Context: an optimization exercise on an open-source flow, tuned for small area, a short achievable clock period and few clock cycles. The choices shown serve that exercise and are no tape-out recipe. Where RTL was checked, it was by simulation tests only, not by an equivalence proof against the original.

==> flow/design.v <==
module RISC_SPM (clk, rst, mem_addr, mem_wdata, mem_we, mem_rdata);
  input        clk, rst;
  output [7:0] mem_addr;
  output [7:0] mem_wdata;
  output       mem_we;
  input  [7:0] mem_rdata;
  localparam [3:0] S_FETCH = 4'd0, S_EXEC = 4'd1, S_RD2 = 4'd2, S_WR2 = 4'd3, S_BR2 = 4'd4,
                   S_M1 = 4'd5, S_M2 = 4'd6, S_M3 = 4'd7, S_MW = 4'd8, S_HALT = 4'd9;
  reg [7:0] R0, R1, R2, R3;    
  reg [3:0] op;                
  reg [3:0] so, sd;            
  reg       opnd;              
  reg [7:0] AR;                
  reg [7:0] T;                 
  reg       Z, V;
  reg [1:0] pr;                
  reg       qm1;               
  reg [3:0] st;
  wire [7:0] a = ({8{so[0]}} & R0) | ({8{so[1]}} & R1) | ({8{so[2]}} & R2) | ({8{so[3]}} & R3);
  wire [7:0] b = ({8{sd[0]}} & R0) | ({8{sd[1]}} & R1) | ({8{sd[2]}} & R2) | ({8{sd[3]}} & R3);
  wire exec = (st == S_EXEC);
  wire       is_sub = (op == 4'd2);
  wire       is_and = (op == 4'd3);
  wire       is_not = (op == 4'd4);
  wire [7:0] ax     = a ^ {8{is_sub}};
  wire [4:0] alo    = {1'b0, b[3:0]} + {1'b0, ax[3:0]} + {4'd0, is_sub};
  wire [3:0] ahi0   = b[7:4] + ax[7:4];
  wire [3:0] ahi1   = b[7:4] + ax[7:4] + 4'd1;
  wire [7:0] sum    = {alo[4] ? ahi1 : ahi0, alo[3:0]};
  wire [7:0] r      = is_and ? (a & b) : is_not ? ~a : sum;
  wire       alu_v  = (a[7] & b[7] & ~r[7]) | (~a[7] & ~b[7] & r[7]);
  wire [7:0] zc     = {b[6:0] | ax[6:0], is_sub};
  wire       zsum   = ((b ^ ax) == zc);
  wire       alu_z  = is_and ? ((a & b) == 8'd0) : is_not ? (a == 8'hFF) : zsum;
  wire       same = |(so & sd);
  wire       one  = pr[0] ^ qm1;
  wire       two  = (pr[1] & ~pr[0] & ~qm1) | (~pr[1] & pr[0] & qm1);
  wire       neg  = pr[1];
  wire [9:0] mb   = two ? {b[7], b, 1'b0} : (one ? {b[7], b[7], b} : 10'd0);
  wire [9:0] my   = mb ^ {10{neg}};
  wire [9:0] mx   = {{2{T[7]}}, T};
  wire [5:0] mlo  = {1'b0, mx[4:0]} + {1'b0, my[4:0]} + {5'd0, neg};
  wire [4:0] mhi0 = mx[9:5] + my[9:5];
  wire [4:0] mhi1 = mx[9:5] + my[9:5] + 5'd1;
  wire [9:0] S    = {mlo[5] ? mhi1 : mhi0, mlo[4:0]};
  reg  [1:0] pnext;
  always @* begin
    if (!same) pnext = a[3:2];
    else case (st)
      S_M1:    pnext = a[5:4];
      S_M2:    pnext = a[7:6];
      default: pnext = a[3:2];
    endcase
  end
  wire is_alu  = (op == 4'd1) | (op == 4'd2) | is_and | is_not;
  wire is_mul  = (op == 4'd10);
  wire halt    = op[3] & (op[2] | (op[1] & op[0]));
  wire mul_it  = (exec & is_mul) | (st == S_M1) | (st == S_M2) | (st == S_M3);
  assign mem_addr  = AR;
  assign mem_wdata = a;
  assign mem_we    = (st == S_WR2);
  wire fetch = (st == S_FETCH) | (st == S_MW) | (exec & ~is_mul & ~opnd & ~halt);
  wire alu_w  = exec & is_alu;
  wire z_next = alu_w ? alu_z : Z;
  wire v_next = (alu_w & ~is_not) ? alu_v : V;
  wire [3:0] nop    = mem_rdata[7:4];
  wire       nmul   = (nop == 4'd10);
  wire       nbrz   = (nop == 4'd8);
  wire       nbro   = (nop == 4'd9);
  wire       nopnd  = (nop == 4'd5) | (nop == 4'd6) | (nop == 4'd7) |
                      (nbrz & z_next) | (nbro & v_next);
  wire       nskip  = (nbrz | nbro) & ~nopnd;
  wire [7:0] ar1    = AR + 8'd1;
  wire [7:0] ar2    = AR + 8'd2;
  reg       wen;
  reg [7:0] W;
  always @* begin
    wen = 1'b0;
    W   = r;
    if (alu_w)              begin wen = 1'b1; W = r; end
    else if (st == S_RD2)   begin wen = 1'b1; W = mem_rdata; end
    else if (mul_it)        begin wen = ~same; W = {S[1:0], a[7:2]}; end
    else if (st == S_MW)    begin wen = 1'b1; W = T; end
  end
  wire [3:0] wsel = {4{wen}} & (mul_it ? so : sd);
  wire [1:0] ns = mem_rdata[3:2];
  reg  [1:0] rn;
  always @* begin
    case (ns) 2'd0: rn = R0[1:0]; 2'd1: rn = R1[1:0]; 2'd2: rn = R2[1:0]; default: rn = R3[1:0]; endcase
    if (wsel[ns]) rn = W[1:0];
  end
  always @(posedge clk or negedge rst) begin
    if (!rst) begin
      R0 <= 8'd0; R1 <= 8'd0; R2 <= 8'd0; R3 <= 8'd0;
      AR <= 8'd0; Z <= 1'b0; V <= 1'b0; st <= S_FETCH;
    end else begin
      if (wsel[0]) R0 <= W;
      if (wsel[1]) R1 <= W;
      if (wsel[2]) R2 <= W;
      if (wsel[3]) R3 <= W;
      if (alu_w) begin
        Z <= alu_z;
        if (!is_not) V <= alu_v;
      end else if (st == S_M3) begin
        Z <= 1'b1;
        V <= pr[1] & (so[0] ? S[1] : R0[7]);
      end
      if (fetch) AR <= nskip ? ar2 : ar1;
      else if ((exec & opnd) | (st == S_BR2)) AR <= mem_rdata;
      else if ((st == S_RD2) | (st == S_WR2)) AR <= T;
      case (st)
        S_FETCH: st <= S_EXEC;
        S_EXEC:
          if (halt)         st <= S_HALT;
          else if (is_mul)  st <= S_M1;
          else if (opnd)    st <= (op == 4'd5) ? S_RD2 : (op == 4'd6) ? S_WR2 : S_BR2;
        S_RD2:   st <= S_FETCH;
        S_WR2:   st <= S_FETCH;
        S_BR2:   st <= S_FETCH;
        S_M1:    st <= S_M2;
        S_M2:    st <= S_M3;
        S_M3:    st <= S_MW;
        S_MW:    st <= S_EXEC;
        S_HALT:  st <= S_HALT;
        default: st <= S_FETCH;
      endcase
    end
  end
  always @(posedge clk) begin
    if (fetch) begin
      op   <= nop;
      so   <= 4'b0001 << mem_rdata[3:2];
      sd   <= 4'b0001 << mem_rdata[1:0];
      opnd <= nopnd;
      T    <= nmul ? 8'd0 : ar2;
      pr   <= rn;
      qm1  <= 1'b0;
    end else if (mul_it) begin
      T    <= S[9:2];
      pr   <= pnext;
      qm1  <= pr[1];
    end
  end
endmodule
clock: 6.0 ns
lec_check: 0
abc_area: 1
cap_margin: 20
core_margin: 2
core_utilization: 40
slew_margin: 20
run.sh (not shown) runs the stock make flow with config.mk's settings and CLKGATE_MAP_FILE= SYNTH_SCRIPT=/design/flow/synth_recipe.tcl, a recipe that flattens the netlist after the stock synthesis.
Edit:
--- a/flow/design.v
+++ b/flow/design.v
@@ -11,4 +11,5 @@
   reg [3:0] so, sd;            
   reg       opnd;              
+  reg       chk;               
   reg [7:0] AR;                
   reg [7:0] T;                 
@@ -63,12 +64,14 @@
   wire alu_w  = exec & is_alu;
   wire z_next = alu_w ? alu_z : Z;
-  wire v_next = (alu_w & ~is_not) ? alu_v : V;
   wire [3:0] nop    = mem_rdata[7:4];
   wire       nmul   = (nop == 4'd10);
   wire       nbrz   = (nop == 4'd8);
   wire       nbro   = (nop == 4'd9);
+  wire       vlate  = alu_w & ~is_not;
   wire       nopnd  = (nop == 4'd5) | (nop == 4'd6) | (nop == 4'd7) |
-                      (nbrz & z_next) | (nbro & v_next);
+                      (nbrz & z_next) | (nbro & (V | vlate));
+  wire       nchk   = nbro & vlate;
   wire       nskip  = (nbrz | nbro) & ~nopnd;
+  wire       untake = chk & ~V;            
   wire [7:0] ar1    = AR + 8'd1;
   wire [7:0] ar2    = AR + 8'd2;
@@ -107,4 +110,5 @@
       end
       if (fetch) AR <= nskip ? ar2 : ar1;
+      else if (exec & opnd & untake) AR <= ar1;
       else if ((exec & opnd) | (st == S_BR2)) AR <= mem_rdata;
       else if ((st == S_RD2) | (st == S_WR2)) AR <= T;
@@ -114,4 +118,5 @@
           if (halt)         st <= S_HALT;
           else if (is_mul)  st <= S_M1;
+          else if (opnd & untake) st <= S_FETCH;
           else if (opnd)    st <= (op == 4'd5) ? S_RD2 : (op == 4'd6) ? S_WR2 : S_BR2;
         S_RD2:   st <= S_FETCH;
@@ -133,4 +138,5 @@
       sd   <= 4'b0001 << mem_rdata[1:0];
       opnd <= nopnd;
+      chk  <= nchk;
       T    <= nmul ? 8'd0 : ar2;
       pr   <= rn;
Flip-flop and latch count grows by 1.
Clock skew barely changes.
Die area grows by 1.3%.
Worst setup slack gets better by 0.028 ns.
Synthesized area grows by 1.4%.
No run of this note included a check of the RTL's function; only the layout flow was run.

---

Setup of run 5:
RISC_SPM, a different RTL version from the one above (not shown whole).
Size: about 760 cells after synthesis, about 67 flip-flops.
Design RISC_SPM, start of the top module:
module RISC_SPM (clk, rst, mem_addr, mem_wdata, mem_we, mem_rdata);
make LEC_CHECK=0 ABC_AREA=1 CAP_MARGIN=20 CORE_MARGIN=2 CORE_UTILIZATION=40 SETUP_SLACK_MARGIN=2.7 SLEW_MARGIN=20 finish   # period 6.0 ns
Having completed the whole flow, run 5 delivered a layout that passed the timing, DRC and antenna checks.
Modified inputs, run 3 compared to run 5
-- flow/design.v --
<<< run 5, line 9
  reg [7:0] R0, R1, R2, R3;    
  reg [3:0] op;                
  reg [1:0] sb, db;            
  wire [3:0] so = 4'b0001 << sb;
  wire [3:0] sd = 4'b0001 << db;
  reg       opnd;              
  reg       chk;               
>>> run 3, line 9
  reg [7:0] R0, R1, R2, R3;    
  reg [3:0] op;                
  reg [3:0] so, sd;            
  reg       opnd;              
  reg       chk;               
<<< run 5, line 20
  reg       qm1;               
  reg [3:0] st;
  reg [7:0] a, b;
  always @* begin
    case (sb) 2'd0: a = R0; 2'd1: a = R1; 2'd2: a = R2; default: a = R3; endcase
    case (db) 2'd0: b = R0; 2'd1: b = R1; 2'd2: b = R2; default: b = R3; endcase
  end
  wire exec = (st == S_EXEC);
  wire       is_sub = (op == 4'd2);
>>> run 3, line 18
  reg       qm1;               
  reg [3:0] st;
  wire [7:0] a = ({8{so[0]}} & R0) | ({8{so[1]}} & R1) | ({8{so[2]}} & R2) | ({8{so[3]}} & R3);
  wire [7:0] b = ({8{sd[0]}} & R0) | ({8{sd[1]}} & R1) | ({8{sd[2]}} & R2) | ({8{sd[3]}} & R3);
  wire exec = (st == S_EXEC);
  wire       is_sub = (op == 4'd2);
<<< run 5, line 107
  wire [7:0] ar1    = AR + 8'd1;
  wire [7:0] ar2    = AR + 8'd2;
  reg       wen;
  reg [7:0] W;
  always @* begin
    wen = 1'b0;
    W   = r;
    if (alu_w)              begin wen = 1'b1; W = r; end
    else if (st == S_RD2)   begin wen = 1'b1; W = mem_rdata; end
    else if (mul_it)        begin wen = ~same; W = {S[1:0], a[7:2]}; end
    else if (st == S_MW)    begin wen = 1'b1; W = T; end
  end
  wire [3:0] wsel = {4{wen}} & (mul_it ? so : sd);
  wire [1:0] ns = mem_rdata[3:2];
>>> run 3, line 102
  wire [7:0] ar1    = AR + 8'd1;
  wire [7:0] ar2    = AR + 8'd2;
  wire       ar_f    = fetch & ~nskip;
  wire       ar_s    = fetch & nskip;
  wire       ar_u    = exec & opnd & untake;
  wire       ar_m    = (exec & opnd & ~untake & ~halt & ~is_mul) | (st == S_BR2);
  wire       ar_t    = (st == S_RD2) | (st == S_WR2);
  wire       ar_h    = ~fetch & ~(exec & opnd & ~halt & ~is_mul) & ~(st == S_BR2) & ~ar_t;
  wire [7:0] ar_next = ({8{ar_f | ar_u}} & ar1) | ({8{ar_s}} & ar2) | ({8{ar_m}} & mem_rdata) |
                       ({8{ar_t}} & T) | ({8{ar_h}} & AR);
  wire       sel_sum = alu_w & ~is_and & ~is_not;
  wire       sel_and = alu_w & is_and;
  wire       sel_not = alu_w & is_not;
  wire       sel_rd  = (st == S_RD2);
  wire       sel_mul = mul_it;
  wire       sel_mw  = (st == S_MW);
  wire       wen     = alu_w | sel_rd | (sel_mul & ~same) | sel_mw;
  wire [7:0] Wo      = ({8{sel_and}} & a & b) | ({8{sel_not}} & ~a) | ({8{sel_rd}} & mem_rdata) |
                       ({8{sel_mul}} & {S[1:0], a[7:2]}) | ({8{sel_mw}} & T);
  wire [7:0] W       = ({8{sel_sum}} & sum) | Wo;
  wire [3:0] wsel = {4{wen}} & (mul_it ? so : sd);
  wire [1:0] ns = mem_rdata[3:2];
<<< run 5, line 135
        V <= pr[1] & (so[0] ? S[1] : R0[7]);
      end
      if (fetch) AR <= nskip ? ar2 : ar1;
      else if (exec & opnd & untake) AR <= ar1;
      else if ((exec & opnd) | (st == S_BR2)) AR <= mem_rdata;
      else if ((st == S_RD2) | (st == S_WR2)) AR <= T;
      case (st)
        S_FETCH: st <= S_EXEC;
>>> run 3, line 138
        V <= pr[1] & (so[0] ? S[1] : R0[7]);
      end
      AR <= ar_next;
      case (st)
        S_FETCH: st <= S_EXEC;
<<< run 5, line 158
    end
  end
  wire [7:0] Wr  = W & {8{rst}};
  wire [3:0] rwe = wsel | {4{~rst}};
  always @(posedge clk) begin
>>> run 3, line 158
    end
  end
  wire [7:0] Wr  = ({8{sel_sum & rst}} & sum) | (Wo & {8{rst}});
  wire [3:0] rwe = wsel | {4{~rst}};
  always @(posedge clk) begin
<<< run 5, line 169
    if (fetch) begin
      op   <= nop;
      sb   <= mem_rdata[3:2];
      db   <= mem_rdata[1:0];
      opnd <= nopnd;
      chk  <= nchk;
>>> run 3, line 169
    if (fetch) begin
      op   <= nop;
      so   <= 4'b0001 << mem_rdata[3:2];
      sd   <= 4'b0001 << mem_rdata[1:0];
      opnd <= nopnd;
      chk  <= nchk;
- Having completed the whole flow, run 3 delivered a layout that passed the timing, DRC and antenna checks.
- Global placer's final weighted congestion in run 3 vs run 5: up about 4%
- Diff run 5 -> run 3: sequential cell count of the final layout higher; count of inverters not on the clock network in the layout higher; layout buffering overhead excluding clock cells lower; number of enable flip-flop cells after synthesis higher; register area higher.
- The average instance area after synthesis of run 5 and that of run 3 are within noise of each other.
- Looking at run 3 and run 5, the maximum clock frequency is a wash.
No run of this note included a check of the RTL's function; only the layout flow was run.

---

RISC_SPM, a different RTL version from the one above (not shown whole).
Size: roughly 800 cells after synthesis, roughly 71 flip-flops, ~27 I/O pins, roughly 5800 µm² of cells after synthesis.
make LEC_CHECK=0 ABC_AREA=1 CAP_MARGIN=20 CORE_MARGIN=2 CORE_UTILIZATION=40 SETUP_SLACK_MARGIN=2.7 SLEW_MARGIN=20 finish   # period 6.0 ns
Testbench counts at the start, summed over its fixed seeds: cycles 26,597.
Edit:
--- a/flow/design.v
+++ b/flow/design.v
@@ -36,19 +36,19 @@
       for (ki = ks; ki < 8; ki = ki + 1) begin
         kg2[ki] = kg[ki] | (kp[ki] & kg[ki-ks]);
         kp2[ki] = kp[ki] & kp[ki-ks];
       end
       kg = kg2; kp = kp2;
     end
   end
   wire [7:0] sum    = ap ^ {kg[6:0], is_sub};
   wire [7:0] r      = is_and ? (a & b) : is_not ? ~a : sum;
-  wire       alu_v  = (a[7] & b[7] & ~r[7]) | (~a[7] & ~b[7] & r[7]);
+  wire       alu_v  = ~is_and & ~(a[7] ^ b[7]) & (sum[7] ^ a[7]);
   wire [7:0] zc     = {b[6:0] | ax[6:0], is_sub};
   wire       zsum   = ((b ^ ax) == zc);
   wire       alu_z  = is_and ? ((a & b) == 8'd0) : is_not ? (a == 8'hFF) : zsum;
   wire       same = |(so & sd);
   wire       one  = pr[0] ^ qm1;
   wire       two  = (pr[1] & ~pr[0] & ~qm1) | (~pr[1] & pr[0] & qm1);
   wire       neg  = pr[1];
   wire [9:0] mb   = two ? {b[7], b, 1'b0} : (one ? {b[7], b[7], b} : 10'd0);
   wire [9:0] my   = mb ^ {10{neg}};
@@ -95,50 +95,55 @@
   wire       nbro   = (nop == 4'd9);
   wire       vlate  = alu_w & ~is_not;
   wire       nopnd  = (nop == 4'd5) | (nop == 4'd6) | (nop == 4'd7) |
                       (nbrz & z_next) | (nbro & (V | vlate));
   wire       nchk   = nbro & vlate;
   wire       nskip  = (nbrz | nbro) & ~nopnd;
   wire       untake = chk & ~V;            
   wire [7:0] ar1    = AR + 8'd1;
   wire [7:0] ar2    = AR + 8'd2;
-  reg       wen;
-  reg [7:0] W;
-  always @* begin
-    wen = 1'b0;
-    W   = r;
-    if (alu_w)              begin wen = 1'b1; W = r; end
-    else if (st == S_RD2)   begin wen = 1'b1; W = mem_rdata; end
-    else if (mul_it)        begin wen = ~same; W = {S[1:0], a[7:2]}; end
-    else if (st == S_MW)    begin wen = 1'b1; W = T; end
-  end
+  wire       ar_f    = fetch & ~nskip;
+  wire       ar_s    = fetch & nskip;
+  wire       ar_u    = exec & opnd & untake;
+  wire       ar_m    = (exec & opnd & ~untake & ~halt & ~is_mul) | (st == S_BR2);
+  wire       ar_t    = (st == S_RD2) | (st == S_WR2);
+  wire       ar_h    = ~fetch & ~(exec & opnd & ~halt & ~is_mul) & ~(st == S_BR2) & ~ar_t;
+  wire [7:0] ar_next = ({8{ar_f | ar_u}} & ar1) | ({8{ar_s}} & ar2) | ({8{ar_m}} & mem_rdata) |
+                       ({8{ar_t}} & T) | ({8{ar_h}} & AR);
+  wire       sel_sum = alu_w & ~is_and & ~is_not;
+  wire       sel_and = alu_w & is_and;
+  wire       sel_not = alu_w & is_not;
+  wire       sel_rd  = (st == S_RD2);
+  wire       sel_mul = mul_it;
+  wire       sel_mw  = (st == S_MW);
+  wire       wen     = alu_w | sel_rd | (sel_mul & ~same) | sel_mw;
+  wire [7:0] Wo      = ({8{sel_and}} & a & b) | ({8{sel_not}} & ~a) | ({8{sel_rd}} & mem_rdata) |
+                       ({8{sel_mul}} & {S[1:0], a[7:2]}) | ({8{sel_mw}} & T);
+  wire [7:0] W       = ({8{sel_sum}} & sum) | Wo;
   wire [3:0] wsel = {4{wen}} & (mul_it ? so : sd);
   wire [1:0] ns = mem_rdata[3:2];
   reg  [1:0] rn;
   always @* begin
     case (ns) 2'd0: rn = R0[1:0]; 2'd1: rn = R1[1:0]; 2'd2: rn = R2[1:0]; default: rn = R3[1:0]; endcase
     if (wsel[ns]) rn = W[1:0];
   end
   always @(posedge clk or negedge rst) begin
     if (!rst) begin
       AR <= 8'd0; Z <= 1'b0; V <= 1'b0; st <= S_FETCH;
     end else begin
       if (alu_w) begin
         Z <= alu_z;
         if (!is_not) V <= alu_v;
       end else if (st == S_M3) begin
         Z <= 1'b1;
         V <= pr[1] & (so[0] ? S[1] : R0[7]);
       end
-      if (fetch) AR <= nskip ? ar2 : ar1;
-      else if (exec & opnd & untake) AR <= ar1;
-      else if ((exec & opnd) | (st == S_BR2)) AR <= mem_rdata;
-      else if ((st == S_RD2) | (st == S_WR2)) AR <= T;
+      AR <= ar_next;
       case (st)
         S_FETCH: st <= S_EXEC;
         S_EXEC:
           if (halt)         st <= S_HALT;
           else if (is_mul)  st <= S_M1;
           else if (opnd & untake) st <= S_FETCH;
           else if (opnd)    st <= (op == 4'd5) ? S_RD2 : (op == 4'd6) ? S_WR2 : S_BR2;
         S_RD2:   st <= S_FETCH;
         S_WR2:   st <= S_FETCH;
@@ -146,19 +151,19 @@
         S_M1:    st <= S_M2;
         S_M2:    st <= S_M3;
         S_M3:    st <= S_MW;
         S_MW:    st <= S_EXEC;
         S_HALT:  st <= S_HALT;
         default: st <= S_FETCH;
       endcase
     end
   end
-  wire [7:0] Wr  = W & {8{rst}};
+  wire [7:0] Wr  = ({8{sel_sum & rst}} & sum) | (Wo & {8{rst}});
   wire [3:0] rwe = wsel | {4{~rst}};
   always @(posedge clk) begin
     if (rwe[0]) R0 <= Wr;
     if (rwe[1]) R1 <= Wr;
     if (rwe[2]) R2 <= Wr;
     if (rwe[3]) R3 <= Wr;
   end
   always @(posedge clk) begin
     if (fetch) begin
=> Design area is lower by 3.0%; fmax is higher by 0.36%; count of clock-buffer cells in the layout is higher by 3; setup slack is better by 0.011 ns; via count is lower by about 7%; synthesized area is lower by 4.7%; non-clock buffer count is higher by 6; final cell count is lower by about 6%; first-iteration DRC count is lower by 0.36%; routed wire length is lower by about 5%.
Testbench counts after the change, summed over its fixed seeds: cycles 26,597.

## static timing again, ports no longer ideal
The results above use ideal ports. As a check the final layouts listed here were re-extracted and re-timed, cells and wires unchanged. Step 1 (the two cells are an assumption about what drives the block):
set clk [get_ports {clk}]
set_driving_cell -lib_cell sky130_fd_sc_hd__clkbuf_16 $clk
set_driving_cell -lib_cell sky130_fd_sc_hd__buf_2 [delete_from_list [all_inputs] $clk]
Step 2, shift: input delay + t, output delay - t, t = (earliest + latest rising clock arrival at the registers) / 2. This alone moves slack from input paths to output paths. a / b / c = ideal / step 1 / step 2; a / b = the first two.
run	shift t [ns]	setup slack, ns	worst setup path after step 2	worst slew at a driven data input, ns
the first run of note 1	0.378	2.153 / 2.153 / 2.153	register to register	0.03
the second run of note 1	0.374	2.180 / 2.180 / 2.180	register to register	0.03
run 5	0.394	2.765 / 2.765 / 2.592	input to register	0.03
run 3	0.388	2.769 / 2.728 / 2.714	input to register	0.03
the first run of note 3	0.381	2.801 / 2.759 / 2.614	input to register	0.03
the second run of note 3	0.392	2.812 / 2.770 / 2.779	input to register	0.03
After both steps setup and hold are still met in every run listed. For the first run of note 3, which loses most, drivers alone change the setup slack by -0.042 ns; drivers and shift together by -0.187 ns.
